Context: an optimization exercise on an open-source flow, tuned for small area, a short achievable clock period and few clock cycles per item. The choices shown serve that exercise and are no tape-out recipe. At most, simulation tests tie the RTL to the original design; equivalence was not proved. No functional check of the RTL was part of run 1. Power and IR drop assume default switching activity.

## flow/design.v (module list and top-level ports; edited modules follow where they fit)
// module cmul: 9 lines
// module bfly: 13 lines
// module cm_pp: 1690 lines
// module tw_oct: 136 lines
// module booth_neg: 7 lines
// module tw_idx: 5 lines
// module tw_gen: 12 lines
// module fft: 270 lines
module fft
(
input clk,
input nrst,
input data_ok,
input [63:0] serialin,
output wire in_ready,
output wire [31:0] serialout_RE,
output wire [31:0] serialout_IM,
output reg [9:0] out_cnt,
output reg out_avail,
output wire ram00en,ram01en,ram02en,ram03en,ram10en,ram11en,ram12en,ram13en,
output wire ram00we,ram01we,ram02we,ram03we,ram10we,ram11we,ram12we,ram13we,
output wire [7:0]addr00,addr01,addr02,addr03,addr10,addr11,addr12,addr13,
output wire [63:0]ram00_wdata,ram01_wdata,ram02_wdata,ram03_wdata,ram10_wdata,ram11_wdata,ram12_wdata,ram13_wdata,
input [63:0]ram00_rdata,ram01_rdata,ram02_rdata,ram03_rdata,ram10_rdata,ram11_rdata,ram12_rdata,ram13_rdata
);
  // ...
==> flow/flow/run.sh <==
#!/bin/bash
set -euo pipefail
MARGIN=${FLOW_SETUP_MARGIN:-8.0}
bash standard.sh SETUP_SLACK_MARGIN=$MARGIN "BUFFER_PORTS_ARGS=-buffer_cell sky130_fd_sc_hd__buf_1" finish > make_finish.log 2>&1
==> flow/standard.sh <==
#!/bin/bash
# synth_recipe.tcl (not shown) runs the flow's synth.tcl, then flattens the netlist and writes it again
# the make line also repeats each setting of config.mk as NAME=value (left out here)
make -C /OpenROAD-flow-scripts/flow DESIGN_CONFIG=/design/flow/config.mk WORK_HOME=/design/flow/orfs CLKGATE_MAP_FILE= SYNTH_SCRIPT=/design/flow/synth_recipe.tcl "${@:-finish}"
==> flow/config.mk <==
export PLATFORM = sky130hd
export DESIGN_NAME = fft
export DESIGN_NICKNAME = fft
export VERILOG_FILES = /design/flow/design.v
export SDC_FILE = /design/flow/constraint.sdc
export NUM_CORES = 8
export LEC_CHECK = 0
export CAP_MARGIN = 35
export CORE_MARGIN = 2
export CORE_UTILIZATION = 40
export SLEW_MARGIN = 35
export SYNTH_MEMORY_MAX_BITS = 65536
==> flow/constraint.sdc <==
create_clock -name core_clock -period 12.0 [get_ports {clk}]
set_input_delay 2.4000 -clock core_clock [delete_from_list [all_inputs] [get_ports {clk}]]
set_output_delay 2.4000 -clock core_clock [all_outputs]
set_load 0.01 [all_outputs]
==> qor.yml, run 1 <==
status:
  status: "complete, no violations"
power:
  ir_drop_mv: 0.158
  swShare_pct: 45.0
floorplan:
  num_rows: 235
  core-area_um2: 409000
  die_w_um: 644
run:
  maxCapViolations: 0
detailed_routing:
  drc: 0
  dr.pass1.iters: 12
layout:
  instances_no_fill: 25400
  buf_share_pct: 7.85
  seq_area_um2: 36500
  largest_cell_class: "multi-input gates"
synth:
  synth.largest_area_cell: "dfxtp_1"
  synth_top_family_by_area: "adder cells"
  yosys.area_share.simple_pct: 10.1
  synthMuxAreaShare_pct: 4.21
global_route:
  grt_pass1_wl_mm: 1230
  grt_pass1_vias: 148000
  grt_start_max_net_pins: 144
  grt_use_met3_pct: 20.4
timing:
  fin_crit_sh_pct: 34.7
  setup-violations-final: 0
  finalMaxSlewViolations: 0
clocking:
  htree_levels: 4
==> module fft, before the edit <==
module fft
(
input clk,
input nrst,
input data_ok,
input [63:0] serialin,
output wire in_ready,
output wire [31:0] serialout_RE,
output wire [31:0] serialout_IM,
output reg [9:0] out_cnt,
output reg out_avail,
output wire ram00en,ram01en,ram02en,ram03en,ram10en,ram11en,ram12en,ram13en,
output wire ram00we,ram01we,ram02we,ram03we,ram10we,ram11we,ram12we,ram13we,
output wire [7:0]addr00,addr01,addr02,addr03,addr10,addr11,addr12,addr13,
output wire [63:0]ram00_wdata,ram01_wdata,ram02_wdata,ram03_wdata,ram10_wdata,ram11_wdata,ram12_wdata,ram13_wdata,
input [63:0]ram00_rdata,ram01_rdata,ram02_rdata,ram03_rdata,ram10_rdata,ram11_rdata,ram12_rdata,ram13_rdata
);
localparam D0 = 10;           
localparam C_IDLE = 2'd0, C_PEND = 2'd1, C_RUN = 2'd2;
localparam O_IDLE = 2'd0, O_PEND = 2'd1, O_RUN = 2'd2;
reg        in_act;           
reg  [9:0] in_cnt;           
reg        Qi;               
reg        in_ready_r;
reg [63:0] in_reg;           
reg  [1:0] cst;              
reg  [2:0] cs;
reg  [7:0] cb;
reg  [2:0] cgap;
reg        go;               
reg        cbub;
reg        Qc;
reg  [1:0] ost;              
reg  [9:0] ocnt;
reg  [2:0] ogap;
reg p1v, p2v, p3v, p4v, p5v, p6v;
reg [2:0] p1s, p2s, p3s, p4s, p5s, p6s;
reg [7:0] p1b, p2b, p3b, p4b, p5b, p6b;
reg p1q, p2q, p3q, p4q, p5q, p6q;
reg o1v, o2v;
reg [9:0] o1k, o2k;
reg [7:0] men, mwe;
reg [7:0] maddr [0:7];
reg [3:0] rsel, rsel_d;      
reg [63:0] X0, X1, X2, X3;
reg [63:0] Y0, Y1, Y2, Y3;
reg [29:0] TW1, TW2, TW3;
wire [63:0] O1, O2, O3;
reg [63:0] serialout;
assign in_ready = in_ready_r;
assign serialout_RE = serialout[63:32];
assign serialout_IM = serialout[31:0];
wire take = data_ok & in_ready_r;
function rside(input [2:0] s, input q, input [1:0] p);
  rside = (p == 2'd0 || p == 2'd3) ? (s[0] ? q : ~q) : s[0];
endfunction
wire s4busy   = (cst == C_RUN && cs == 3'd4) || ost == O_PEND;
wire obusy12  = (cst == C_RUN && cs == 3'd4) || ost == O_PEND || (ost == O_RUN && ocnt < 10'd768);
wire start_in = !in_act && (cst == C_IDLE || (cst == C_RUN && cs == 3'd4 && cb >= D0));
wire [9:0] in_inc = in_cnt + 10'd1;
wire in_last = (in_cnt == 10'd1023);
wire act_nt = in_act | start_in;        
wire act_t  = ~in_last;                 
function rdy(input act, input [1:0] q, input blk);
  case (q)
    2'd0: rdy = act;
    2'd1, 2'd2: rdy = act && !s4busy;
    default: rdy = act && !obusy12 && !blk;
  endcase
endfunction
wire rdy_nt = rdy(act_nt, in_cnt[9:8], 1'b0);
wire rdy_t  = rdy(act_t, in_inc[9:8], in_cnt[9:8] == 2'd2);    
wire s0_nt  = rdy_nt && in_cnt[9:8] == 2'd3;
wire s0_t   = rdy_t && in_inc[9:8] == 2'd3;
wire handover = take & in_last;
wire [9:0] in_cnt_n   = take ? in_inc : in_cnt;
wire       in_act_n   = take ? act_t : act_nt;
wire       in_ready_n = take ? rdy_t : rdy_nt;
wire       Qi_n       = handover ? ~Qi : Qi;
wire       q3  = in_act && in_cnt[9:8] == 2'd3;
wire       s0rd_en   = q3 && (in_ready_r ? (take && !in_last) : 1'b1);
wire [7:0] s0rd_addr = in_ready_r ? in_inc[7:0] : in_cnt[7:0];
reg  [1:0] cst_n; reg [2:0] cs_n; reg [7:0] cb_n; reg [2:0] cgap_n; reg Qc_n, issc, s4last;
always @(*) begin
  cst_n = cst; cs_n = cs; cb_n = cb; cgap_n = cgap; Qc_n = Qc; issc = 1'b0; s4last = 1'b0;
  case (cst)
    C_PEND: if (cgap != 3'd0) cgap_n = cgap - 3'd1;
            else if (ost == O_IDLE) begin cst_n = C_RUN; cs_n = 3'd1; cb_n = 8'd0; end
    C_RUN:  if (!go) begin if (cgap != 3'd0) cgap_n = cgap - 3'd1; end
            else begin
              issc = 1'b1; cb_n = cb + 8'd1;
              if (cb[5:0] == 6'd63) cgap_n = 3'd2;           
              if (cb == 8'd255) begin
                if (cs == 3'd4) begin cst_n = C_IDLE; s4last = 1'b1; end
                else begin cs_n = cs + 3'd1; cgap_n = 3'd6; end
              end
            end
    default: ;
  endcase
end
wire [1:0] cst_nn = handover ? C_PEND : cst_n;
wire [2:0] cgap_nn = handover ? 3'd4 : cgap_n;
wire       Qc_nn = handover ? Qi : Qc_n;
wire       go_n = (cst_n == C_RUN) && (cgap_n == 3'd0);    
reg [1:0] ost_n; reg [9:0] ocnt_n; reg [2:0] ogap_n; reg oiss;
always @(*) begin
  ost_n = ost; ocnt_n = ocnt; ogap_n = ogap; oiss = 1'b0;
  case (ost)
    O_PEND: if (ogap != 3'd0) ogap_n = ogap - 3'd1; else begin ost_n = O_RUN; ocnt_n = 10'd256; end
    O_RUN:  begin oiss = 1'b1; ocnt_n = ocnt + 10'd1; if (ocnt == 10'd1023) ost_n = O_IDLE; end
    default: ;
  endcase
  if (s4last) begin ost_n = O_PEND; ogap_n = 3'd5; end
end
wire       p1v_n = issc | (take ? s0_t : s0_nt);
wire [2:0] iss_s = issc ? cs : 3'd0;
wire [7:0] iss_b = issc ? cb : in_cnt_n[7:0];
wire       iss_q = issc ? Qc : Qi;
wire [1:0] iss_r = issc ? cb[7:6] : 2'd0;
wire [1:0] p2r   = (p2s == 3'd0) ? 2'd0 : p2b[7:6];
wire [1:0] p4r   = (p4s == 3'd0) ? 2'd0 : p4b[7:6];
reg [1:0] w5;
always @(*) case (p6s)
  3'd0: w5 = p6b[7:6]; 3'd1: w5 = p6b[5:4]; 3'd2: w5 = p6b[3:2]; 3'd3: w5 = p6b[1:0]; default: w5 = 2'd0;
endcase
function [7:0] waddr(input [2:0] s, input [7:0] b, input [1:0] j);
  case (s)
    3'd0: waddr = {j, b[5:0]};
    3'd1: waddr = {j, b[7:6], b[3:0]};
    3'd2: waddr = {j, b[7:4], b[1:0]};
    3'd3: waddr = {j, b[7:2]};
    default: waddr = b;
  endcase
endfunction
reg [7:0] men_n, mwe_n;
reg [7:0] maddr_n [0:7];
reg [3:0] rsel_n;
integer k, p;
always @(*) begin
  men_n = 8'd0; mwe_n = 8'd0; rsel_n = rsel;
  for (k = 0; k < 8; k = k + 1) maddr_n[k] = 8'd0;
  if (in_cnt[9:8] != 2'd3) maddr_n[{in_cnt[9:8] == 2'd0 ? ~Qi : 1'b0, in_cnt[9:8]}] = in_cnt[7:0];
  else begin maddr_n[1] = s0rd_addr; maddr_n[2] = s0rd_addr; end
  if (issc) for (k = 1; k < 4; k = k + 1) begin
    p = (k + iss_r) & 3;
    men_n[{rside(iss_s, iss_q, p[1:0]), p[1:0]}] = 1'b1;
    maddr_n[{rside(iss_s, iss_q, p[1:0]), p[1:0]}] = iss_b;
    rsel_n[p] = rside(iss_s, iss_q, p[1:0]);
  end
  if (s0rd_en) begin
    men_n[1] = 1'b1; rsel_n[1] = 1'b0;
    men_n[2] = 1'b1; rsel_n[2] = 1'b0;
  end
  if (p2v) begin
    men_n[{rside(p2s, p2q, p2r), p2r}] = 1'b1;
    maddr_n[{rside(p2s, p2q, p2r), p2r}] = p2b;
    rsel_n[p2r] = rside(p2s, p2q, p2r);
  end
  if (p6v) for (k = 0; k < 4; k = k + 1) if (p6s != 3'd4 || k != 0) begin
    men_n[{~rside(p6s, p6q, k[1:0]), k[1:0]}] = 1'b1;
    mwe_n[{~rside(p6s, p6q, k[1:0]), k[1:0]}] = 1'b1;
    maddr_n[{~rside(p6s, p6q, k[1:0]), k[1:0]}] = waddr(p6s, p6b, k[1:0] - w5);
  end
  if (take && in_cnt[9:8] != 2'd3) begin
    men_n[{in_cnt[9:8] == 2'd0 ? ~Qi : 1'b0, in_cnt[9:8]}] = 1'b1;
    mwe_n[{in_cnt[9:8] == 2'd0 ? ~Qi : 1'b0, in_cnt[9:8]}] = 1'b1;
  end
  if (oiss) begin
    men_n[{ocnt[9:8] == 2'd3 ? Qc : 1'b1, ocnt[9:8]}] = 1'b1;
    maddr_n[{ocnt[9:8] == 2'd3 ? Qc : 1'b1, ocnt[9:8]}] = ocnt[7:0];
    rsel_n[ocnt[9:8]] = (ocnt[9:8] == 2'd3) ? Qc : 1'b1;
  end
end
always @(posedge clk or negedge nrst) begin
  if (!nrst) begin
    in_act <= 1'b0; in_cnt <= 10'd0; Qi <= 1'b1; in_ready_r <= 1'b0;
    cst <= C_IDLE; cs <= 3'd0; cb <= 8'd0; cgap <= 3'd0; Qc <= 1'b0; go <= 1'b0;
    ost <= O_IDLE; ocnt <= 10'd0; ogap <= 3'd0;
    p1v <= 1'b0; p2v <= 1'b0; p3v <= 1'b0; p4v <= 1'b0; p5v <= 1'b0; p6v <= 1'b0;
    o1v <= 1'b0; o2v <= 1'b0;
    men <= 8'd0; mwe <= 8'd0;
    out_avail <= 1'b0;
  end else begin
    in_act <= in_act_n; in_cnt <= in_cnt_n; Qi <= Qi_n; in_ready_r <= in_ready_n;
    cst <= cst_nn; cs <= cs_n; cb <= cb_n; cgap <= cgap_nn; Qc <= Qc_nn; go <= go_n;
    ost <= ost_n; ocnt <= ocnt_n; ogap <= ogap_n;
    p1v <= p1v_n;
    p2v <= p1v && (p1s != 3'd0 || take);
    p3v <= p2v; p4v <= p3v; p5v <= p4v; p6v <= p5v;
    o1v <= oiss; o2v <= o1v;
    men <= men_n; mwe <= mwe_n;
    out_avail <= (p6v && p6s == 3'd4) || o2v;
  end
end
integer m;
always @(posedge clk) begin
  in_reg <= serialin;
  p1s <= iss_s; p1b <= iss_b; p1q <= iss_q;
  p2s <= p1s; p2b <= p1b; p2q <= p1q;
  p3s <= p2s; p3b <= p2b; p3q <= p2q;
  p4s <= p3s; p4b <= p3b; p4q <= p3q;
  p5s <= p4s; p5b <= p4b; p5q <= p4q;
  p6s <= p5s; p6b <= p5b; p6q <= p5q;
  o1k <= ocnt; o2k <= o1k;
  for (m = 0; m < 8; m = m + 1) maddr[m] <= maddr_n[m];
  rsel <= rsel_n; rsel_d <= rsel;
end
wire [63:0] rdp0 = rsel_d[0] ? ram10_rdata : ram00_rdata;
wire [63:0] rdp1 = rsel_d[1] ? ram11_rdata : ram01_rdata;
wire [63:0] rdp2 = rsel_d[2] ? ram12_rdata : ram02_rdata;
wire [63:0] rdp3 = rsel_d[3] ? ram13_rdata : ram03_rdata;
function [63:0] pick(input [1:0] i, input [63:0] a0, a1, a2, a3);
  case (i) 2'd0: pick = a0; 2'd1: pick = a1; 2'd2: pick = a2; default: pick = a3; endcase
endfunction
reg [7:0] idx1;
always @(*) case (p1s)
  3'd1: idx1 = {p1b[7:6], 6'd0};
  3'd2: idx1 = {p1b[7:4], 4'd0};
  3'd3: idx1 = {p1b[7:2], 2'd0};
  3'd4: idx1 = p1b;
  default: idx1 = 8'd0;
endcase
wire [9:0] x1 = {2'd0, idx1}, x2 = {1'b0, idx1, 1'b0}, x3 = x1 + x2;
wire [10:0] tq1, tq2, tq3;
tw_idx i1(.e(x1), .q(tq1));
tw_idx i2(.e(x2), .q(tq2));
tw_idx i3(.e(x3), .q(tq3));
reg [10:0] e1, e2, e3;
always @(posedge clk) begin e1 <= tq1; e2 <= tq2; e3 <= tq3; end
wire [29:0] tw1, tw2, tw3;
tw_gen g1(.q(e1), .tw(tw1));
tw_gen g2(.q(e2), .tw(tw2));
tw_gen g3(.q(e3), .tw(tw3));
always @(posedge clk) begin
  Y1 <= pick(p2r + 2'd1, rdp0, rdp1, rdp2, rdp3);
  Y2 <= pick(p2r + 2'd2, rdp0, rdp1, rdp2, rdp3);
  Y3 <= (p2s == 3'd0) ? in_reg : pick(p2r + 2'd3, rdp0, rdp1, rdp2, rdp3);
  Y0 <= pick(p4r, rdp0, rdp1, rdp2, rdp3);
  TW1 <= tw1; TW2 <= tw2; TW3 <= tw3;
end
cmul c1(.clk(clk), .y(Y1), .tw(TW1), .o(O1));
cmul c2(.clk(clk), .y(Y2), .tw(TW2), .o(O2));
cmul c3(.clk(clk), .y(Y3), .tw(TW3), .o(O3));
wire [63:0] Z0, Z1, Z2, Z3;
bfly bf(.clk(clk), .y0(Y0), .o1(O1), .o2(O2), .o3(O3), .z0(Z0), .z1(Z1), .z2(Z2), .z3(Z3));
wire tk0 = take && in_cnt[9:8] == 2'd0;
wire tk1 = take && in_cnt[9:8] == 2'd1;
wire tk2 = take && in_cnt[9:8] == 2'd2;
always @(posedge clk) begin
  X0 <= tk0 ? serialin : pick(2'd0 - w5, Z0, Z1, Z2, Z3);
  X1 <= tk1 ? serialin : pick(2'd1 - w5, Z0, Z1, Z2, Z3);
  X2 <= tk2 ? serialin : pick(2'd2 - w5, Z0, Z1, Z2, Z3);
  X3 <= pick(2'd3 - w5, Z0, Z1, Z2, Z3);
  if (o2v) begin
    serialout <= pick(o2k[9:8], rdp0, rdp1, rdp2, rdp3);
    out_cnt <= o2k + 10'd1;
  end else begin
    serialout <= Z0;
    out_cnt <= {2'd0, p6b} + 10'd1;
  end
end
assign {ram13en,ram12en,ram11en,ram10en,ram03en,ram02en,ram01en,ram00en} = men;
assign {ram13we,ram12we,ram11we,ram10we,ram03we,ram02we,ram01we,ram00we} = mwe;
assign addr00 = maddr[0]; assign addr01 = maddr[1]; assign addr02 = maddr[2]; assign addr03 = maddr[3];
assign addr10 = maddr[4]; assign addr11 = maddr[5]; assign addr12 = maddr[6]; assign addr13 = maddr[7];
assign ram00_wdata = X0; assign ram10_wdata = X0;
assign ram01_wdata = X1; assign ram11_wdata = X1;
assign ram02_wdata = X2; assign ram12_wdata = X2;
assign ram03_wdata = X3; assign ram13_wdata = X3;
endmodule
==> run 2, diff against run 1 <==
--- a/flow/design.v
+++ b/flow/design.v
@@ -1992,8 +1992,10 @@
 wire [1:0] p2r   = (p2s == 3'd0) ? 2'd0 : p2b[7:6];
 wire [1:0] p4r   = (p4s == 3'd0) ? 2'd0 : p4b[7:6];
-reg [1:0] w5;
-always @(*) case (p6s)
-  3'd0: w5 = p6b[7:6]; 3'd1: w5 = p6b[5:4]; 3'd2: w5 = p6b[3:2]; 3'd3: w5 = p6b[1:0]; default: w5 = 2'd0;
-endcase
+function [1:0] wrot(input [2:0] s, input [7:0] b);
+  case (s) 3'd0: wrot = b[7:6]; 3'd1: wrot = b[5:4]; 3'd2: wrot = b[3:2]; 3'd3: wrot = b[1:0]; default: wrot = 2'd0; endcase
+endfunction
+wire [1:0] w5 = wrot(p6s, p6b);
+reg [3:0] wsel;
+always @(posedge clk) wsel <= 4'b0001 << wrot(p5s, p5b);
 function [7:0] waddr(input [2:0] s, input [7:0] b, input [1:0] j);
   case (s)
@@ -2104,9 +2106,18 @@
 tw_gen g2(.q(e2), .tw(tw2));
 tw_gen g3(.q(e3), .tw(tw3));
+wire [1:0] p1r = (p1s == 3'd0) ? 2'd0 : p1b[7:6];
+wire [1:0] p3r = (p3s == 3'd0) ? 2'd0 : p3b[7:6];
+reg [3:0] ysel, y0sel; reg ys0;
+always @(posedge clk) begin
+  ysel <= 4'b0001 << p1r; ys0 <= (p1s == 3'd0); y0sel <= 4'b0001 << p3r;
+end
+function [63:0] pick1(input [3:0] s, input [63:0] a0, a1, a2, a3);
+  pick1 = ({64{s[0]}} & a0) | ({64{s[1]}} & a1) | ({64{s[2]}} & a2) | ({64{s[3]}} & a3);
+endfunction
 always @(posedge clk) begin
-  Y1 <= pick(p2r + 2'd1, rdp0, rdp1, rdp2, rdp3);
-  Y2 <= pick(p2r + 2'd2, rdp0, rdp1, rdp2, rdp3);
-  Y3 <= (p2s == 3'd0) ? in_reg : pick(p2r + 2'd3, rdp0, rdp1, rdp2, rdp3);
-  Y0 <= pick(p4r, rdp0, rdp1, rdp2, rdp3);
+  Y1 <= pick1(ysel, rdp1, rdp2, rdp3, rdp0);
+  Y2 <= pick1(ysel, rdp2, rdp3, rdp0, rdp1);
+  Y3 <= ys0 ? in_reg : pick1(ysel, rdp3, rdp0, rdp1, rdp2);
+  Y0 <= pick1(y0sel, rdp0, rdp1, rdp2, rdp3);
   TW1 <= tw1; TW2 <= tw2; TW3 <= tw3;
 end
@@ -2120,8 +2131,8 @@
 wire tk2 = take && in_cnt[9:8] == 2'd2;
 always @(posedge clk) begin
-  X0 <= tk0 ? serialin : pick(2'd0 - w5, Z0, Z1, Z2, Z3);
-  X1 <= tk1 ? serialin : pick(2'd1 - w5, Z0, Z1, Z2, Z3);
-  X2 <= tk2 ? serialin : pick(2'd2 - w5, Z0, Z1, Z2, Z3);
-  X3 <= pick(2'd3 - w5, Z0, Z1, Z2, Z3);
+  X0 <= tk0 ? serialin : pick1(wsel, Z0, Z3, Z2, Z1);
+  X1 <= tk1 ? serialin : pick1(wsel, Z1, Z0, Z3, Z2);
+  X2 <= tk2 ? serialin : pick1(wsel, Z2, Z1, Z0, Z3);
+  X3 <= pick1(wsel, Z3, Z2, Z1, Z0);
   if (o2v) begin
     serialout <= pick(o2k[9:8], rdp0, rdp1, rdp2, rdp3);
==> flow/flow/run.sh (replaced) <==
#!/bin/bash
set -euo pipefail
MARGIN=${FLOW_SETUP_MARGIN:-7.7}
bash standard.sh SETUP_SLACK_MARGIN=$MARGIN "BUFFER_PORTS_ARGS=-buffer_cell sky130_fd_sc_hd__buf_1" finish > make_finish.log 2>&1
==> qor.yml, run 2 <==
detailed_routing:
  dr_total_vias: 148000
  via_per_inst: 6.03
  dr.pass1.iters: 12  # unchanged
  drc: 0  # unchanged
  wl_per_cell_um: 32.0
  final_antenna_net_count: 0
  drt-initial-drc-count: 18900
  drt_wl_total_mm: 784
global_route:
  grt_antenna_before_repair: 190
  grt_start_max_net_pins: 144  # unchanged
  grt_pass1_wl_mm: 1080  # -13%
  overflow: 0
  grt.total_usage_pct: 36.3
  grt_pass1_vias: 140000  # -5.8%
placement:
  dpl.hpwl_mm: 599
  io_buffer_count: 1246
  place_inst: 23800
  gp_congestion: 1.03
timing:
  skew_ps: 64.9
  setup-violations-final: 0  # unchanged
  fin_crit_ps: 4320
  max_freq_mhz: 232
  hold_viol: 0
  whs_ps: 319
  fin_crit_sh_pct: 36.0  # +1.3 points
  rsz0062_at_grt: "yes"
  tns_ps: 0
  finalMaxSlewViolations: 0  # unchanged
  slew_headroom_pct: 21.2
  worst_pin_slew_ps: 1180
floorplan:
  die_area_um2: 412000
  ios: 1247
  num_rows: 234  # -0.43%
  initial_core_util_pct: 40.1
  die_h_um: 642
  die_w_um: 642  # -0.36%
  core-area_um2: 406000  # -0.78%
power:
  finalPower_w: 0.0255
  ir_drop_mv: 0.140  # -11%
  total_leakage_power_nw: 73.4
  cellPowerDensity_nw_per_um2: 143
critical_path:
  crit_chain: "ha_1 -> and3_1 -> nand3_1 -> a211o_1 -> a311oi_1 -> o21ai_0 -> a211o_1 -> a31oi_1 -> o21ai_0 -> nand2b_1 -> o21ai_0"
  end_kind: "register"
  criticalPathCategory: "register to register"
  crit_buf_inv: 0
  slowest_delay_ps: 650
  crit_fanout: 7
  reg2reg_slack_ps: 7680
  crit_top_cell: "o21ai_0"
  cp_top_family: "compound AO/OA/AOI/OAI gates"
  cp-start-kind: "register"
  crit_arrival_ps: 5180
  slowest_stage: "a311oi_1"
  worstPathRequired_ps: 12860
synth:
  synthArstFlopShare_pct: 4.01
  synth_area_um2: 163000
  synth_cell_type_count: 110
  ys_seq_area_share_pct: 22.0
  yosysMostFrequentCell: "a22oi_1"
  synth_common_cells: "a22oi_1, dfxtp_1, inv_1"
  syn_nets: 21500
  synth.avg_cell_area_um2: 8.68
  synth.largest_area_cell: "dfxtp_1"
  synth_ff_type: "dfxtp_1"
  syn_inst: 18700
  synth_edf_count: 0
  synth_top_area_share_pct: 20.9
  synthTopCellsByArea: "dfxtp_1, fa_1, a22oi_1"
  yosys_warnings: 6
  ys_seq_elements: 1771
layout:
  nNetsFinal: 21400
  final_cell_mix: "a22oi_1, inv_1, nand2_1"
  multi_input_area_um2: 113000
  finish.utilization_pct: 44.0
  fill_cells: 39900
  syn2layout_area_growth_pct: 9.65
  drive_gt1_share_pct: 8.47
  final_common_cell: "a22oi_1"
  seq_area_um2: 36300  # -0.65%
  instances_no_fill: 24500  # -3.6%
clocking:
  cts_tree: "built"
  cts-root-buf: "clkbuf_16"
  clkTransAtPathRegs_ps: 70
  cts_made_buffers: 218
  htree_levels: 4  # unchanged
  clk_path_buf_depth: 4
  clock_sinks: 1771
  clk_latency_ps: 1010
worst_hold_path:
  hold_path_class: "register to register"
run:
  maxCapViolations: 0  # unchanged
status:
  status: "complete, no violations"
run 2: cell count changes after synthesis, sizes merged, moves of 88 or more:
cell / delta
a211oi: -88
a21oi: -373
a221oi: -109
a22oi: +571
a31oi: +114
mux2: +195
mux2i: -285
nand2: +154
o22ai: -186
run 2: timing repair:
item,4_1_cts,5_1_grt
cloned,0,0
hold buffers,0,0
endpoints found under the setup margin,393,210
buffers inserted,6,9
resized for setup,163,114
pin swaps,2,3
run 2: where the power goes:
group / leakage [nW] / switching (W) / total [W] / internal (W)
sequential: 15.2 / 0.00151 / 0.00831 / 0.00680
clock: 3.71 / 0.00308 / 0.00723 / 0.00415
combinational: 54.5 / 0.00695 / 0.00997 / 0.00302
run 2: worst paths after layout:
check                           depth (start not counted)          to    start
worst min register to register                          0      p5s[2]   p4s[2]
max in group asynchronous                               2         o2v     nrst
worst max-delay path                                   11  bf.v1i[27]  c1.o[8]
worst max register to register                         11  bf.v1i[27]  c1.o[8]
worst min-delay path                                    0      p5s[2]   p4s[2]
min in group asynchronous                               1      men[6]     nrst
run 2: through the flow:
stage	worst slack (ps)	cell area (um2)
2_1_floorplan	7790	163000
3_3_place_gp	6980	168000
3_5_place_dp	7000	169000
4_1_cts	7680	177000
5_1_grt	7600	178000
6_report	7680	178000
run 2: layer usage:
metal	wire [um]	track usage [%]	up-vias
met5	373	0	-
met4	68200	26.0	58
met3	90100	11.4	2092
met2	337000	54.9	9460
met1	288000	43.5	72400
li1	-	-	63700
run 2: cells by family after synthesis:
family	synth area share, %
compound gates	20.2
simple gates	10.2
buf+inv	8.68
xor+xnor	12.2
fa+ha+maj	22.6
flops	22.0
mux	4.12
run 2: layout make-up:
type	instances	share of cell area [%]
multi-input combinational	13500	63.6
inverter	1649	3.48
antenna	276	0.387
tap	5428	3.81
clock inverter	123	0.852
timing repair buffer	1512	4.14
sequential	1771	20.3
clock buffer	282	3.44
Testbench counts of run 2, summed over its fixed seeds: cycles 67,312, items 32.
==> run 3, diff against run 2 <==
==> flow/flow/run.sh (replaced) <==
#!/bin/bash
set -euo pipefail
MARGIN=${FLOW_SETUP_MARGIN:-8.0}
bash standard.sh SETUP_SLACK_MARGIN=$MARGIN "BUFFER_PORTS_ARGS=-buffer_cell sky130_fd_sc_hd__buf_1" finish > make_finish.log 2>&1
--- a/flow/config.mk
+++ b/flow/config.mk
@@ -8,5 +8,5 @@
 export CAP_MARGIN = 35
 export CORE_MARGIN = 2
-export CORE_UTILIZATION = 40
+export CORE_UTILIZATION = 55
 export SLEW_MARGIN = 35
 export SYNTH_MEMORY_MAX_BITS = 65536
==> qor.yml, run 3 <==
global_route:
  grt.total_usage_pct: 49.0  # +13 points
  grt_pass1_wl_mm: 1060  # -1.8%
  grt_antenna_before_repair: 170  # -11%
  grt_use_met1_pct: 56.6  # +13 points
  grt_use_met3_pct: 23.5  # +12 points
  grtUsageMet2_pct: 70.1  # +15 points
  busiest_layer: "met2"
  grt_start_max_net_pins: 137  # -4.9%
  overflow: 0  # unchanged
  grt_pass1_vias: 139000  # -0.22%
clocking:
  clock_sinks: 1771  # unchanged
  htree_levels: 4  # unchanged
  cts_made_buffers: 208  # -4.6%
  clk_path_buf_depth: 4  # unchanged
  clkTransAtPathRegs_ps: 70  # about the same
  cts-root-buf: "clkbuf_16"
  clk_latency_ps: 940  # -70 ps
  cts_tree: "built"
power:
  p_int_w: 0.0143  # +2.5%
  comb_power_share_pct: 40.4  # +1.3 points
  power_frac_seq_pct: 33.0  # +0.4 points
  swShare_pct: 45.0  # -0.24 points
  ir_drop_mv: 0.121  # -13%
  switchingPower_w: 0.0117  # +1.5%
  pwr-share-clk_pct: 26.6  # -1.7 points
  total_leakage_power_nw: 75.2  # +2.5%
  cellPowerDensity_nw_per_um2: 144  # +0.99%
layout:
  drive_gt1_share_pct: 10.9  # +2.5 points
  seq_area_um2: 36600  # +1.0%
  multi_input_area_um2: 115000  # +1.0%
  syn2layout_area_growth_pct: 10.8
  final_common_cell: "a22oi_1"
  fill_cells: 26000  # -35%
  final_cell_mix: "a22oi_1, inv_1, nand2_1"
  nNetsFinal: 21600  # +0.76%
critical_path:
  end_kind: "register"
  worstPathRequired_ps: 12770  # -90 ps
  cp-start-kind: "register"
  crit_arrival_ps: 4920  # -260 ps
  crit_fanout: 10  # +3
  slowest_stage: "o31ai_1"
  startpoint: "bf.v0r[15]"
  crit_chain: "inv_1 -> ha_1 -> or3_1 -> o31ai_1 -> and4_1 -> a221oi_4 -> xnor2_2 -> nor2_1 -> nor2_2"
  slowest_delay_ps: 830  # +180 ps
  criticalPathCategory: "register to register"
  r2r-start: "bf.v0r[15]"
  cp_top_family: "simple AND/OR/NAND/NOR gates"
  crit_buf_inv: 1  # +1
synth:
  synth_area_um2: 163000  # unchanged
  synthArstFlopShare_pct: 4.01  # unchanged
  yosys_warnings: 6  # unchanged
  syn_inst: 18700  # unchanged
  synth_edf_count: 0  # unchanged
  synth_ff_type: "dfxtp_1"
  syn_nets: 21500  # unchanged
  ys_seq_area_share_pct: 22.0  # unchanged
  synth_cell_type_count: 110  # unchanged
  ys_seq_elements: 1771  # unchanged
  synth.largest_area_cell: "dfxtp_1"
  synth_top_area_share_pct: 20.9  # unchanged
  yosysMostFrequentCell: "a22oi_1"
  synthTopCellsByArea: "dfxtp_1, fa_1, a22oi_1"
  synth_common_cells: "a22oi_1, dfxtp_1, inv_1"
  synth.avg_cell_area_um2: 8.68  # unchanged
timing:
  slew_headroom_pct: 19.2  # -1.9 points
  hold_viol: 0  # unchanged
  rsz0062_at_grt: "yes"
  layout_setup_ws_ps: 7850  # +172 ps
  fin_crit_sh_pct: 34.6  # -1.4 points
  max_freq_mhz: 241  # +4.2%
  setup-violations-final: 0  # unchanged
  tns_ps: 0  # unchanged
  skew_ps: 52.7  # -12.2 ps
  fin_crit_ps: 4150  # -172 ps
  finalMaxSlewViolations: 0  # unchanged
  worst_pin_slew_ps: 1210  # +28.9 ps
placement:
  gp_congestion: 1.06  # +2.9%
  dpl.hpwl_mm: 564  # -5.8%
  pre_cts_slack_ps: 6810  # -184 ps
  io_buffer_count: 1246  # unchanged
floorplan:
  die_h_um: 548  # -15%
  core-area_um2: 294000  # -27%
  ios: 1247  # unchanged
  num_rows: 199  # -15%
  die_area_um2: 300000  # -27%
  initial_core_util_pct: 55.3  # +15 points
  die_w_um: 548  # -15%
detailed_routing:
  wl_per_cell_um: 33.5  # +4.8%
  dr_total_vias: 151000  # +2.2%
  drt_wl_total_mm: 771  # -1.6%
  drc: 0  # unchanged
  final_antenna_net_count: 0  # unchanged
  drt-initial-drc-count: 20500  # +8.4%
  dr.pass1.iters: 12  # unchanged
  via_per_inst: 6.56  # +8.8%
worst_hold_path:
  hold_path_class: "register to register"
  min_from: "p3b[0]"
run:
  maxCapViolations: 0  # unchanged
status:
  status: "complete, no violations"
==> run 3: cell count changes in the layout (fill, tap and decap cells not counted), sizes merged <==
cell	delta
inv	-1
bufinv	+3
diode	-139
or2	+9
clkinvlp	-6
buf	+131
clkbuf	+19
clkinv	-13
bufbuf	+4
==> run 3: worst paths after layout <==
check                                 to  cells past startpoint  slack (ps)
max                        serialout[53]                      9        7850
min                               p4b[0]                      0         310
max reg2reg                serialout[53]                      9        7850
min reg2reg                       p4b[0]                      0         310
max in group asynchronous            o2v                      2        9800
min in group asynchronous         men[3]                      2        1600
==> run 3: per-layer routing <==
layer  vias to the layer above  wire (um)
li1                      64000          -
met5                         -        875
met1                     73100     264000
met2                     10900     314000
met3                      2887     116000
met4                       108      75900
==> run 3: power groups by stage <==
stage	logic (W)	registers, W	clock network [W]
2_1_floorplan	0.00571	0.00754	0
3_3_place_gp	0.00924	0.00835	0
3_5_place_dp	0.00929	0.00834	0
4_1_cts	0.00962	0.00830	0.00692
5_1_grt	0.0108	0.00851	0.00716
6_report	0.0105	0.00859	0.00693
==> run 3: layout make-up <==
| class | instances | area share (%) |
|---|---|---|
| inverters | 1649 | 3.44 |
| flip-flops and latches | 1771 | 20.3 |
| well taps | 3919 | 2.72 |
| clock inverters | 106 | 0.782 |
| clock buffers | 273 | 3.27 |
| repair buffers | 1675 | 5.75 |
| multi-input cells | 13500 | 63.5 |
| diodes | 137 | 0.190 |
==> run 3: logic make-up after synthesis <==
group	synth area share, %
AO/OA/AOI/OAI	20.2
XOR/XNOR	12.2
adder cells (fa/ha/maj)	22.6
buffers and inverters	8.68
flip-flops	22.0
multiplexers	4.12
AND/OR/NAND/NOR	10.2
==> run 3: repair_timing <==
| item | 4_1_cts | 5_1_grt |
|---|---|---|
| hold buffers | 0 | 0 |
| buffers inserted | 37 | 138 |
| pin swaps | 16 | 57 |
| gates resized for setup | 626 | 368 |
| gates cloned | 13 | 11 |
| setup endpoints to repair | 837 | 440 |
==> run 3: metrics by stage <==
stage	hold slack, ps	utilization, %	power [W]	instances	cell area, um2
after floorplan	310	-	0.0132	18700	163000
after global routing	321	61.2	0.0265	22900	180000
after CTS	314	60.1	0.0248	22700	177000
final	312	61.3	0.0260	23000	180000
after detailed placement	312	56.8	0.0176	22300	167000
after global placement	309	56.6	0.0176	22300	166000
==> run 4, diff against run 3 <==
--- a/flow/config.mk
+++ b/flow/config.mk
@@ -8,5 +8,5 @@
 export CAP_MARGIN = 35
 export CORE_MARGIN = 2
-export CORE_UTILIZATION = 55
+export CORE_UTILIZATION = 40
 export SLEW_MARGIN = 35
 export SYNTH_MEMORY_MAX_BITS = 65536
==> qor.yml, run 4 <==
critical_path:
  cp.depth: 1  # -8
  criticalPathCategory: "register to primary output"
  r2r-start: "bf.v0r[2]"
  crit_arrival_ps: 1720  # -3200 ps
  crit_buf_inv: 1  # unchanged
  slowest_stage: "dfxtp_4"
  end_kind: "primary output"
  crit_chain: "buf_6"
  worstPathRequired_ps: 9600  # -3170 ps
  crit_end: "ram12_wdata[49]"
  crit_fanout: 2  # -8
  cp_top_family: "flip-flops"
  reg2reg_depth: 12  # +3
  reg2reg_slack_ps: 7960  # +110 ps
  worstReg2RegEnd: "X1[57]"
  cp-start-kind: "register"
  startpoint: "X2[49]"
  slowest_delay_ps: 570  # -260 ps
clocking:
  clock_sinks: 1771  # unchanged
  htree_levels: 4  # unchanged
  clkTransAtPathRegs_ps: 60  # about the same
  clk_path_buf_depth: 4  # unchanged
  cts-root-buf: "clkbuf_16"
  clk_latency_ps: 1020  # +80 ps
  cts_made_buffers: 217  # +4.3%
  cts_tree: "built"
detailed_routing:
  dr.pass1.iters: 13  # +1
  via_per_inst: 6.12  # -6.8%
  dr_total_vias: 151000  # -0.26%
  drt_wl_total_mm: 808  # +4.8%
  wl_per_cell_um: 32.8  # -2.0%
  drc: 0  # unchanged
  drt-initial-drc-count: 21200  # +3.5%
  final_antenna_net_count: 0  # unchanged
placement:
  placed_cell_area_um2: 169000  # +1.1%
  dpl.hpwl_mm: 595  # +5.4%
  io_buffer_count: 1246  # unchanged
  gp_congestion: 1.04  # -1.8%
status:
  status: "complete, no violations"
layout:
  syn2layout_area_growth_pct: 13.2
  stdcell_area_um2: 184000  # +2.1%
  final_cell_mix: "a22oi_1, inv_1, nand2_1"
  seq_area_um2: 36800  # +0.52%
  multi_input_area_um2: 114000  # -0.26%
  nNetsFinal: 21600  # +0.26%
  final_common_cell: "a22oi_1"
  fill_cells: 39500  # +52%
  drive_gt1_share_pct: 12.2  # +1.2 points
timing:
  fin_crit_ps: 4120  # -25.0 ps
  setup-violations-final: 0  # unchanged
  max_freq_mhz: 243  # +0.61%
  slew_headroom_pct: 17.6  # -1.7 points
  rsz0062_at_grt: "yes"
  worst_pin_slew_ps: 1240  # +24.9 ps
  fin_crit_sh_pct: 34.4  # -0.21 points
  finalMaxSlewViolations: 0  # unchanged
  hold_viol: 0  # unchanged
  skew_ps: 99.4  # +46.7 ps
  tns_ps: 0  # unchanged
global_route:
  busiest_layer: "met2"
  grt_pass1_vias: 141000  # +0.91%
  grt_start_max_net_pins: 143  # +4.4%
  grt_pass1_wl_mm: 1090  # +3.2%
  grt_use_met3_pct: 10.9  # -13 points
  grt_use_met1_pct: 43.9  # -13 points
  grt.total_usage_pct: 36.9  # -12 points
  overflow: 0  # unchanged
  grtUsageMet2_pct: 56.6  # -13 points
  grt_antenna_before_repair: 161  # -5.3%
synth:
  synthArstFlopShare_pct: 4.01  # unchanged
  synth.avg_cell_area_um2: 8.68  # unchanged
  synthTopCellsByArea: "dfxtp_1, fa_1, a22oi_1"
  ys_seq_area_share_pct: 22.0  # unchanged
  syn_nets: 21500  # unchanged
  syn_inst: 18700  # unchanged
  synth_edf_count: 0  # unchanged
  synth_ff_type: "dfxtp_1"
  synth_top_area_share_pct: 20.9  # unchanged
  ys_seq_elements: 1771  # unchanged
  synth_area_um2: 163000  # unchanged
  synth_cell_type_count: 110  # unchanged
  yosys_warnings: 6  # unchanged
  yosysMostFrequentCell: "a22oi_1"
  synth.largest_area_cell: "dfxtp_1"
  synth_common_cells: "a22oi_1, dfxtp_1, inv_1"
floorplan:
  initial_core_util_pct: 40.1  # -15 points
  die_w_um: 642  # +17%
  core-area_um2: 406000  # +38%
  die_area_um2: 412000  # +37%
  ios: 1247  # unchanged
  die_h_um: 642  # +17%
  num_rows: 234  # +18%
power:
  total_leakage_power_nw: 76.3  # +1.4%
  cellPowerDensity_nw_per_um2: 143  # -0.70%
  ir_drop_mv: 0.134  # +11%
  finalPower_w: 0.0264  # +1.4%
worst_hold_path:
  min_from: "o1k[8]"
  hold_path_class: "register to register"
run:
  maxCapViolations: 0  # unchanged
## run 4: cell families after synthesis
family	share of synthesized area, %
xor+xnor	12.2
fa+ha+maj	22.6
mux	4.12
flops	22.0
buf+inv	8.68
compound gates	20.2
simple gates	10.2
## run 4: what timing repair did
item	CTS	global route
hold buffers	0	0
buffers inserted	77	132
resized for setup	1130	196
pin swaps	21	36
setup endpoints to repair	901	342
cloned	18	19
## run 4: cell type report
cell class / count / area share [%]
Antenna cell: 161 / 0.219
Clock buffer: 299 / 3.43
Clock inverter: 102 / 0.778
Inverter: 1649 / 3.37
Multi-Input combinational cell: 13500 / 62.0
Sequential cell: 1771 / 20.0
Tap cell: 5428 / 3.69
Timing Repair Buffer: 1722 / 6.48
## run 4: where the power goes
group	internal, W	leakage, nW	switching, W
Combinational	0.00357	57.3	0.00713
Clock	0.00427	3.78	0.00301
Sequential	0.00692	15.2	0.00149
Total	0.0148	76.3	0.0116
## run 4: routing by layer
layer	vias up	share of wire, %
li1	64100	-
met1	73600	36
met2	10400	43
met3	2507	12
met4	48	9.3
met5	-	0.041
## run 4: worst min path at each step
stage               slack (ps)      to  depth (start not counted)
global placement           310  p4b[0]                          0
CTS                        330  o2k[8]                          0
detailed placement         310     p6q                          0
finish                     320  o2k[8]                          0
global route               330  o2k[8]                          0
floorplan                  310  o2k[0]                          0
## run 4: through the flow
| stage | hold slack (ps) | setup slack (ps) | cells | util, % |
|---|---|---|---|---|
| after floorplan | 310 | 7930 | 18700 | - |
| after global placement | 310 | 6830 | 23800 | 41.5 |
| after detailed placement | 312 | 6830 | 23800 | 41.6 |
| after CTS | 326 | 7880 | 24300 | 44.6 |
| after global routing | 328 | 7830 | 24600 | 45.4 |
| final | 325 | 7880 | 24600 | 45.4 |
==> run 5, diff against run 4 <==
==> flow/flow/run.sh (replaced) <==
#!/bin/bash
set -euo pipefail
MARGIN=${FLOW_SETUP_MARGIN:-8.3}
bash standard.sh SETUP_SLACK_MARGIN=$MARGIN "BUFFER_PORTS_ARGS=-buffer_cell sky130_fd_sc_hd__buf_1" finish > make_finish.log 2>&1
==> qor.yml, run 5 <==
floorplan:
  initial_core_util_pct: 40.1  # unchanged
  die_h_um: 642  # unchanged
  core-area_um2: 406000  # unchanged
  die_area_um2: 412000  # unchanged
  die_w_um: 642  # unchanged
  num_rows: 234  # unchanged
  ios: 1247  # unchanged
synth:
  synth_ff_type: "dfxtp_1"
  synthArstFlopShare_pct: 4.01  # unchanged
  yosysMostFrequentCell: "a22oi_1"
  syn_inst: 18700  # unchanged
  synth_cell_type_count: 110  # unchanged
  syn_nets: 21500  # unchanged
  synthTopCellsByArea: "dfxtp_1, fa_1, a22oi_1"
  synth.largest_area_cell: "dfxtp_1"
  yosys_warnings: 6  # unchanged
  ys_seq_area_share_pct: 22.0  # unchanged
  synth_area_um2: 163000  # unchanged
  synth_edf_count: 0  # unchanged
  ys_seq_elements: 1771  # unchanged
  synth_common_cells: "a22oi_1, dfxtp_1, inv_1"
  synth.avg_cell_area_um2: 8.68  # unchanged
  synth_top_area_share_pct: 20.9  # unchanged
detailed_routing:
  dr.pass1.iters: 11  # -2
  drt-initial-drc-count: 21200  # -0.25%
  final_antenna_net_count: 0  # unchanged
  drc: 0  # unchanged
  dr_total_vias: 156000  # +3.5%
  via_per_inst: 6.21  # +1.5%
  wl_per_cell_um: 34.1  # +3.8%
  drt_wl_total_mm: 855  # +5.8%
global_route:
  grt_antenna_before_repair: 167  # +3.7%
  grt_pass1_vias: 145000  # +3.2%
  grt.total_usage_pct: 38.5  # +1.6 points
  grt_pass1_wl_mm: 1130  # +3.9%
  grt_start_max_net_pins: 105  # -27%
  overflow: 0  # unchanged
run:
  maxCapViolations: 0  # unchanged
placement:
  io_buffer_count: 1246  # unchanged
  dpl.hpwl_mm: 598  # +0.53%
  gp_congestion: 1.03  # -0.92%
  pre_cts_slack_ps: 7230  # +397 ps
timing:
  fin_crit_ps: 4100  # -22.9 ps
  tns_ps: 0  # unchanged
  slew_headroom_pct: 27.3  # +9.7 points
  rsz0062_at_grt: "yes"
  fin_crit_sh_pct: 34.2  # -0.19 points
  layout_setup_ws_ps: 7900  # +22.9 ps
  skew_ps: 137  # +37.2 ps
  hold_viol: 0  # unchanged
  max_freq_mhz: 244  # +0.56%
  finalMaxSlewViolations: 0  # unchanged
  worst_pin_slew_ps: 1080  # -153 ps
  setup-violations-final: 0  # unchanged
  whs_ps: 325  # +0.610 ps
critical_path:
  crit_arrival_ps: 1700  # -20 ps
  criticalPathCategory: "register to primary output"
  end_kind: "primary output"
  cp-start-kind: "register"
  worstPathRequired_ps: 9600  # about the same
  crit_fanout: 2  # unchanged
  reg2reg_slack_ps: 8020  # +60 ps
clocking:
  clk_latency_ps: 1040  # +20 ps
  cts_made_buffers: 219  # +0.92%
  cts-root-buf: "clkbuf_16"
  clk_path_buf_depth: 4  # unchanged
  cts_tree: "built"
  postCtsHoldBufs: 0  # unchanged
  clkTransAtPathRegs_ps: 70  # about the same
  clock_sinks: 1771  # unchanged
  htree_levels: 4  # unchanged
power:
  ir_drop_mv: 0.142  # +5.9%
  total_leakage_power_nw: 81.8  # +7.3%
  cellPowerDensity_nw_per_um2: 144  # +0.17%
  finalPower_w: 0.0286  # +8.2%
layout:
  nNetsFinal: 22000  # +1.8%
  fill_cells: 37600  # -4.9%
  drive_gt1_share_pct: 21.4  # +9.2 points
  final_common_cell: "a22oi_1"
  finish.utilization_pct: 49.0  # +3.6 points
  final_cell_mix: "a22oi_1, inv_1, nand2_1"
  syn2layout_area_growth_pct: 22.2
status:
  status: "complete, no violations"
worst_hold_path:
  hold_path_class: "register to register"
## run 5: metal layers
layer,vias up,GRT usage [%],routed length [um],share of wire [%]
li1,65000,-,-,-
met1,75600,43.9,292000,34
met2,11700,58.6,364000,43
met3,3508,12.7,104000,12
met4,52,31.8,94400,11
met5,-,0,373,0.044
## run 5: final timing paths
kind | cells past startpoint | to | from
setup / recovery | 2 | ram11_wdata[9] | X1[9]
hold / removal | 0 | p4b[5] | p3b[5]
setup reg to reg | 18 | c3.rs[7] | TW3[7]
hold reg to reg | 0 | p4b[5] | p3b[5]
max in group asynchronous | 2 | o2v | nrst
min in group asynchronous | 2 | mwe[1] | nrst
## run 5: timing repair
action,CTS,global route
hold endpoints to repair,0,0
cloned,53,41
endpoints found under the setup margin,1323,1215
pin swaps,127,320
resized for setup,2771,1049
setup buffers,273,264
## run 5: logic make-up (layout without fill, tap and decap cells)
group | after synthesis | count (layout) | synth area share [%]
buffers and inverters | 3493 | 4173 | 8.68
xor gates and xnor gates | 2259 | 2259 | 12.2
DFF | 1771 | 1771 | 22.0
adders and majority gates | 2190 | 2190 | 22.6
and+or+nand+nor | 3811 | 3821 | 10.2
muxes | 528 | 528 | 4.12
other | 0 | 238 | 0
AOI/OAI and AO/OA | 4679 | 4679 | 20.2
## run 5: worst max-delay path, stage by stage, from the launching register on
cell	delay [ps]
dfxtp_4	380
buf_12	170
buf_6	120
## run 5: through the flow
| step | std cells | cell area [um2] |
|---|---|---|
| detailed placement | 23800 | 169000 |
| floorplan | 18700 | 163000 |
| finish | 25100 | 199000 |
| global route | 25000 | 199000 |
| CTS | 24500 | 190000 |
| global placement | 23800 | 168000 |
## run 5: layout make-up
cell class | instances | area (um2) | share of cell area, %
multi-input cells | 13500 | 118000 | 59.5
flip-flops and latches | 1771 | 37500 | 18.9
repair buffers | 2113 | 21500 | 10.8
well taps | 5428 | 6790 | 3.42
inverters | 1649 | 6230 | 3.13
clock buffers | 270 | 6060 | 3.05
clock inverters | 140 | 1860 | 0.935
diodes | 238 | 596 | 0.300
repair inverters | 1 | 5.00 | 0.00252
## run 5: power by group
part | leakage [nW] | switching (W) | internal (W) | total, W
registers | 15.3 | 0.00170 | 0.00706 | 0.00876
clock network | 3.84 | 0.00321 | 0.00423 | 0.00744
logic | 62.7 | 0.00742 | 0.00494 | 0.0124
==> run 6, diff against run 5 <==
==> flow/flow/run.sh (replaced) <==
#!/bin/bash
set -euo pipefail
MARGIN=${FLOW_SETUP_MARGIN:-8.0}
bash standard.sh SETUP_SLACK_MARGIN=$MARGIN "BUFFER_PORTS_ARGS=-buffer_cell sky130_fd_sc_hd__buf_1" "CTS_ARGS=-sink_clustering_enable -repair_clock_nets -dont_use_dummy_load" finish > make_finish.log 2>&1
==> qor.yml, run 6 <==
detailed_routing:
  wl_met2_mm: 346  # -4.9%
  wl_per_cell_um: 32.9  # -3.4%
  dr_total_vias: 150000  # -3.7%
  via_per_inst: 6.12  # -1.4%
  drt-initial-drc-count: 20400  # -3.8%
  final_antenna_net_count: 0  # unchanged
  drc: 0  # unchanged
  met3_wirelength_mm: 95.3  # -8.8%
  highest_layer: "met5"
  met1_length_mm: 287  # -1.7%
  drt_wl_total_mm: 806  # -5.7%
  dr.pass1.iters: 10  # -1
synth:
  synth_top_area_share_pct: 20.9  # unchanged
  synth_ff_type: "dfxtp_1"
  synth_cell_type_count: 110  # unchanged
  ys_seq_elements: 1771  # unchanged
  synthArstFlopShare_pct: 4.01  # unchanged
  ys_seq_area_share_pct: 22.0  # unchanged
  synthTopCellsByArea: "dfxtp_1, fa_1, a22oi_1"
  synth.avg_cell_area_um2: 8.68  # unchanged
  synth_common_cells: "a22oi_1, dfxtp_1, inv_1"
  yosys_warnings: 6  # unchanged
  yosysMostFrequentCell: "a22oi_1"
  synth.largest_area_cell: "dfxtp_1"
  synth_edf_count: 0  # unchanged
  syn_inst: 18700  # unchanged
  syn_nets: 21500  # unchanged
  synth_area_um2: 163000  # unchanged
critical_path:
  cp-start-kind: "register"
  cp_top_family: "flip-flops"
  reg2reg_depth: 11  # -7
  worstPathRequired_ps: 9600  # about the same
  end_kind: "primary output"
  slowest_delay_ps: 530  # +150 ps
  reg2reg_slack_ps: 8000  # -20 ps
  r2r-start: "TW3[1]"
  slowest_stage: "dfxtp_4"
  cp.depth: 1  # -1
  crit_buf_inv: 1  # -1
  crit_fanout: 2  # unchanged
  crit_chain: "buf_6"
  crit_arrival_ps: 1630  # -70 ps
  criticalPathCategory: "register to primary output"
  startpoint: "X2[42]"
  worstReg2RegEnd: "c3.is[13]"
  crit_end: "ram12_wdata[42]"
global_route:
  grt.total_usage_pct: 36.8  # -1.7 points
  grt_antenna_before_repair: 156  # -6.6%
  overflow: 0  # unchanged
  grt_pass1_wl_mm: 1090  # -4.2%
  grt_start_max_net_pins: 143  # +36%
  grt_pass1_vias: 140000  # -3.5%
timing:
  fin_crit_sh_pct: 33.5  # -0.62 points
  fin_crit_ps: 4030  # -74.0 ps
  tns_ps: 0  # unchanged
  hold_viol: 0  # unchanged
  worst_pin_slew_ps: 1320  # +241 ps
  setup-violations-final: 0  # unchanged
  slew_headroom_pct: 11.7  # -16 points
  finalMaxSlewViolations: 0  # unchanged
  skew_ps: 107  # -29.7 ps
  max_freq_mhz: 248  # +1.8%
  rsz0062_at_grt: "yes"
layout:
  fill_cells: 39700  # +5.8%
  finish.utilization_pct: 44.8  # -4.2 points
  final_cell_mix: "a22oi_1, inv_1, nand2_1"
  final_common_cell: "a22oi_1"
  stdcell_area_um2: 182000  # -8.6%
  instances_no_fill: 24500  # -2.4%
  drive_gt1_share_pct: 11.2  # -10 points
  syn2layout_area_growth_pct: 11.7
  nNetsFinal: 21600  # -1.7%
clocking:
  clkTransAtPathRegs_ps: 60  # about the same
  clk_path_buf_depth: 4  # unchanged
  htree_levels: 4  # unchanged
  clk_latency_ps: 990  # -50 ps
  cts_tree: "built"
  postCtsHoldBufs: 0  # unchanged
  clock_sinks: 1771  # unchanged
  cts_made_buffers: 217  # -0.91%
  cts-root-buf: "clkbuf_16"
placement:
  gp_congestion: 1.04  # +0.93%
  place_inst: 23800  # -0.042%
  io_buffer_count: 1246  # unchanged
  dpl.hpwl_mm: 595  # -0.53%
  placed_cell_area_um2: 169000  # about the same
power:
  ir_drop_mv: 0.125  # -12%
  finalPower_w: 0.0248  # -13%
  total_leakage_power_nw: 75.1  # -8.2%
  cellPowerDensity_nw_per_um2: 136  # -5.1%
floorplan:
  die_h_um: 642  # unchanged
  die_area_um2: 412000  # unchanged
  die_w_um: 642  # unchanged
  num_rows: 234  # unchanged
  ios: 1247  # unchanged
  initial_core_util_pct: 40.1  # unchanged
  core-area_um2: 406000  # unchanged
worst_hold_path:
  hold_path_class: "register to register"
status:
  status: "complete, no violations"
run:
  maxCapViolations: 0  # unchanged
==> run 6: cell counts after synthesis <==
Identical to the previous run, type by type.
==> run 6: area by class of cell <==
| class | count | area, um2 | area share [%] |
|---|---|---|---|
| multi-input combinational | 13500 | 114000 | 62.8 |
| clock buffer | 217 | 5430 | 2.99 |
| tap | 5428 | 6790 | 3.74 |
| antenna | 208 | 520 | 0.286 |
| inverter | 1649 | 6200 | 3.41 |
| timing repair buffer | 1744 | 11900 | 6.52 |
| sequential | 1771 | 36700 | 20.2 |
==> run 6: metal layers <==
metal  vias up  global-route usage (%)
met2     10400                    56.2
met5         -                       0
met4        42                    26.8
li1      64000                       -
met1     73000                    43.7
met3      2570                    11.1
==> run 6: worst min-delay path by stage <==
stage,start,to,depth (start not counted)
after global routing,p4b[2],p5b[2],0
after floorplan,o1k[0],o2k[0],0
after global placement,p3b[0],p4b[0],0
after CTS,p4b[0],p5b[0],0
after detailed placement,p5q,p6q,0
final,p4q,p5q,0
==> run 6: logic make-up (layout without fill, tap and decap cells) <==
kind of cell	count (synthesis)	in the layout	share of synthesized area [%]
DFF	1771	1771	22.0
other	0	208	0
muxes	528	528	4.12
buffers and inverters	3493	3610	8.68
adders and majority gates	2190	2190	22.6
xor gates and xnor gates	2259	2259	12.2
and+or+nand+nor	3811	3820	10.2
AOI/OAI and AO/OA	4679	4679	20.2
==> run 6: power by group <==
part	switching, W	internal [W]
Sequential	0.00145	0.00690
Clock	0.00261	0.00313
Combinational	0.00716	0.00352
Total	0.0112	0.0136
==> run 6: what timing repair did <==
| action | CTS | global route |
|---|---|---|
| pin swaps | 20 | 40 |
| gates resized for setup | 975 | 204 |
| setup buffers | 67 | 160 |
| endpoints found under the setup margin | 839 | 342 |
| gates cloned | 18 | 21 |
| endpoints found under the hold margin | 0 | 0 |
==> run 6: through the flow <==
stage                     setup WS, ps  hold slack (ps)
after detailed placement          6830              312
after global placement            6830              310
after floorplan                   7930              310
after CTS                         7920              325
after global routing              7940              326
final                             7970              323
==> run 7, diff against run 6 <==
==> flow/flow/run.sh (replaced) <==
#!/bin/bash
set -euo pipefail
MARGIN=${FLOW_SETUP_MARGIN:-8.0}
bash standard.sh SETUP_SLACK_MARGIN=$MARGIN "BUFFER_PORTS_ARGS=-buffer_cell sky130_fd_sc_hd__buf_1" "CTS_ARGS=-sink_clustering_enable -repair_clock_nets -dont_use_dummy_load -sink_clustering_size 30 -sink_clustering_max_diameter 100" finish > make_finish.log 2>&1
==> qor.yml, run 7 <==
power:
  cellPowerDensity_nw_per_um2: 128  # -6.1%
  comb_power_share_pct: 46.8  # +3.7 points
  total_leakage_power_nw: 73.9  # -1.7%
  p_int_w: 0.0121  # -11%
  ir_drop_mv: 0.126  # +0.82%
  switchingPower_w: 0.0109  # -3.3%
  swShare_pct: 47.3  # +2.0 points
  pwr-share-clk_pct: 16.7  # -6.5 points
  power_frac_seq_pct: 36.5  # +2.8 points
clocking:
  clkTransAtPathRegs_ps: 110  # +50 ps
  cts_tree: "built"
  postCtsHoldBufs: 0  # unchanged
  clk_path_buf_depth: 4  # unchanged
  htree_levels: 3  # -1
  cts-root-buf: "clkbuf_16"
  clock_sinks: 1771  # unchanged
  cts_made_buffers: 109  # -50%
  clk_latency_ps: 1000  # about the same
floorplan:
  ios: 1247  # unchanged
  core-area_um2: 406000  # unchanged
  initial_core_util_pct: 40.1  # unchanged
  die_area_um2: 412000  # unchanged
  num_rows: 234  # unchanged
  die_h_um: 642  # unchanged
  die_w_um: 642  # unchanged
critical_path:
  crit_chain: "ha_1 -> a211oi_1 -> o21ai_1 -> a2111oi_1 -> buf_4 -> o21ai_1 -> o21bai_1 -> a31oi_1 -> a21o_1 -> a21oi_1 -> xnor2_1"
  crit_top_cell: "o21ai_1"
  crit_arrival_ps: 4900  # +3270 ps
  reg2reg_slack_ps: 7920  # -80 ps
  worstReg2RegEnd: "c3.o[31]"
  criticalPathCategory: "register to register"
  worstPathRequired_ps: 12820  # +3220 ps
  r2r-start: "c3.ic[16]"
  slowest_stage: "a211oi_1"
  slowest_delay_ps: 680  # +150 ps
  end_kind: "register"
  reg2reg_depth: 11  # unchanged
  cp-start-kind: "register"
  crit_fanout: 5  # +3
timing:
  max_freq_mhz: 245  # -1.3%
  layout_setup_ws_ps: 7920  # -51.4 ps
  fin_crit_ps: 4080  # +51.4 ps
  setup-violations-final: 0  # unchanged
  tns_ps: 0  # unchanged
  skew_ps: 153  # +46.6 ps
  whs_ps: 324  # +0.926 ps
  worst_pin_slew_ps: 1210  # -114 ps
  rsz0062_at_grt: "yes"
  fin_crit_sh_pct: 34.0  # +0.43 points
  slew_headroom_pct: 19.3  # +7.6 points
  hold_viol: 0  # unchanged
  finalMaxSlewViolations: 0  # unchanged
worst_hold_path:
  whs_endpoint: "p4b[1]"
  whs_path_depth: 0  # unchanged
  min_from: "p3b[1]"
  hold_path_class: "register to register"
synth:
  synthTopCellsByArea: "dfxtp_1, fa_1, a22oi_1"
  synth_cell_type_count: 110  # unchanged
  syn_nets: 21500  # unchanged
  yosysMostFrequentCell: "a22oi_1"
  ys_seq_area_share_pct: 22.0  # unchanged
  synth.avg_cell_area_um2: 8.68  # unchanged
  synth_top_area_share_pct: 20.9  # unchanged
  syn_inst: 18700  # unchanged
  synth_area_um2: 163000  # unchanged
  synth_edf_count: 0  # unchanged
  synth_ff_type: "dfxtp_1"
  yosys_warnings: 6  # unchanged
  ys_seq_elements: 1771  # unchanged
  synth_common_cells: "a22oi_1, dfxtp_1, inv_1"
  synth.largest_area_cell: "dfxtp_1"
  synthArstFlopShare_pct: 4.01  # unchanged
layout:
  final_common_cell: "a22oi_1"
  finish.utilization_pct: 44.2  # -0.61 points
  syn2layout_area_growth_pct: 10.2
  final_cell_mix: "a22oi_1, inv_1, nand2_1"
  nNetsFinal: 21500  # -0.53%
  drive_gt1_share_pct: 11.0  # -0.18 points
global_route:
  grt_start_max_net_pins: 143  # unchanged
  grt_antenna_before_repair: 160  # +2.6%
  grt.total_usage_pct: 36.6  # -0.16 points
  grt_pass1_wl_mm: 1080  # -0.43%
  overflow: 0  # unchanged
  grt_pass1_vias: 139000  # -0.73%
detailed_routing:
  drc: 0  # unchanged
  wl_per_cell_um: 32.8  # -0.16%
  final_antenna_net_count: 0  # unchanged
  dr.pass1.iters: 19  # +9
  drt_wl_total_mm: 801  # -0.63%
  drt-initial-drc-count: 20400  # +0.015%
  via_per_inst: 6.13  # about the same
  dr_total_vias: 149000  # -0.45%
status:
  status: "complete, no violations"
placement:
  dpl.hpwl_mm: 595  # unchanged
  gp_congestion: 1.04  # unchanged
  pre_cts_slack_ps: 6830  # unchanged
  io_buffer_count: 1246  # unchanged
run:
  maxCapViolations: 0  # unchanged
run 7: cell counts after synthesis:
No cell type changed its count.
run 7: logic make-up (layout without fill, tap and decap cells):
logic type,Yosys count,count (layout),share of synthesized area (%)
AOI/OAI and AO/OA,4679,4679,20.2
xor gates and xnor gates,2259,2259,12.2
adders and majority gates,2190,2190,22.6
buffers and inverters,3493,3494,8.68
DFF,1771,1771,22.0
muxes,528,528,4.12
other,0,208,0
and+or+nand+nor,3811,3821,10.2
run 7: power groups by stage:
stage	Combinational, W	Clock, W	Sequential, W
2_1_floorplan	0.00571	0	0.00754
3_3_place_gp	0.00955	0	0.00833
3_5_place_dp	0.00960	0	0.00833
4_1_cts	0.0103	0.00389	0.00833
5_1_grt	0.0112	0.00404	0.00839
6_report	0.0107	0.00383	0.00838
run 7: worst max path at each step:
stage / from / endpoint / cells after the start
CTS: X2[49] / ram12_wdata[49] / 1
global route: TW1[1] / c1.is[31] / 14
floorplan: TW3[4] / c3.is[31] / 16
global placement: data_ok / X1[26] / 8
detailed placement: cst[0] / maddr[2][6] / 15
finish: c3.ic[16] / c3.o[31] / 11
run 7: per-layer routing:
metal	part of all wire [%]	vias up	GRT usage, %	routed length, um
li1	-	63700	-	-
met1	36	73100	43.5	287000
met2	43	10100	56.1	346000
met3	12	2370	11.2	93500
met4	9.2	62	26.1	73600
met5	0.058	-	0	461
run 7: per-stage QoR:
stage               power, W  instance area [um2]  instances
CTS                   0.0225               176000      24000
floorplan             0.0132               163000      18700
global placement      0.0179               168000      23800
detailed placement    0.0179               169000      23800
finish                0.0229               179000      24400
global route          0.0236               179000      24300
run 7: worst max-delay path, delay by kind of cell, from the launching register on:
family,cells,cell delay [ps]
adder cells (fa/ha/maj),1,350
XOR/XNOR,1,130
buffers and inverters,1,230
AO/OA/AOI/OAI,8,2930
flip-flops,1,300
run 7: final cells by class:
class / count / area (um2)
fill: 39900 / 226000
sequential: 1771 / 36800
antenna: 208 / 520
tap: 5428 / 6790
timing repair buffer: 1736 / 11900
inverter: 1649 / 6200
multi-input combinational: 13500 / 114000
clock buffer: 109 / 2730
run 7: timing repair:
action / 4_1_cts / 5_1_grt
pin swaps: 18 / 42
setup buffers: 73 / 157
resized for setup: 1110 / 210
setup endpoints to repair: 893 / 335
gates cloned: 13 / 20

[what the ideal ports hide]
The flow's constraints put no driver on any port. The routed layouts listed below were extracted and timed again, unchanged, in two steps. Step 1 assumes that a clkbuf_16 drives the clock port and a buf_2 every other input. Step 2 times the ports against the registers' clock, not the clock port: input delays grow and output delays shrink by t, the midpoint of the rising clock arrivals with the driver on. a / b / c = ideal ports / drivers / drivers and shift; a / b = the first two.
| run | t (ns) | setup WS [ns] | clock arrival spread, ns | worst data-port slew with drivers (ns) | pins driven straight from the clock port |
|---|---|---|---|---|---|
| run 1 | 1.126 | 7.834 / 7.710 / 7.143 | 0.106 / 0.106 | 0.46 | 1 |
| run 2 | 1.099 | 7.680 / 7.567 / 7.092 | 0.070 / 0.069 | 0.65 | 1 |
| run 3 | 1.034 | 7.853 / 7.783 / 7.167 | 0.056 / 0.056 | 0.48 | 1 |
| run 4 | 1.088 | 7.878 / 7.752 / 7.167 | 0.112 / 0.111 | 0.61 | 1 |
| run 5 | 1.093 | 7.900 / 7.778 / 7.414 | 0.140 / 0.141 | 0.70 | 1 |
| run 6 | 1.061 | 7.974 / 7.856 / 7.192 | 0.115 / 0.114 | 0.62 | 1 |
| run 7 | 1.044 | 7.923 / 7.840 / 7.203 | 0.155 / 0.155 | 0.67 | 1 |
After both steps setup and hold are still met in every run listed. For run 6, which loses most, drivers alone change the setup slack by -0.118 ns; drivers and shift together by -0.782 ns.
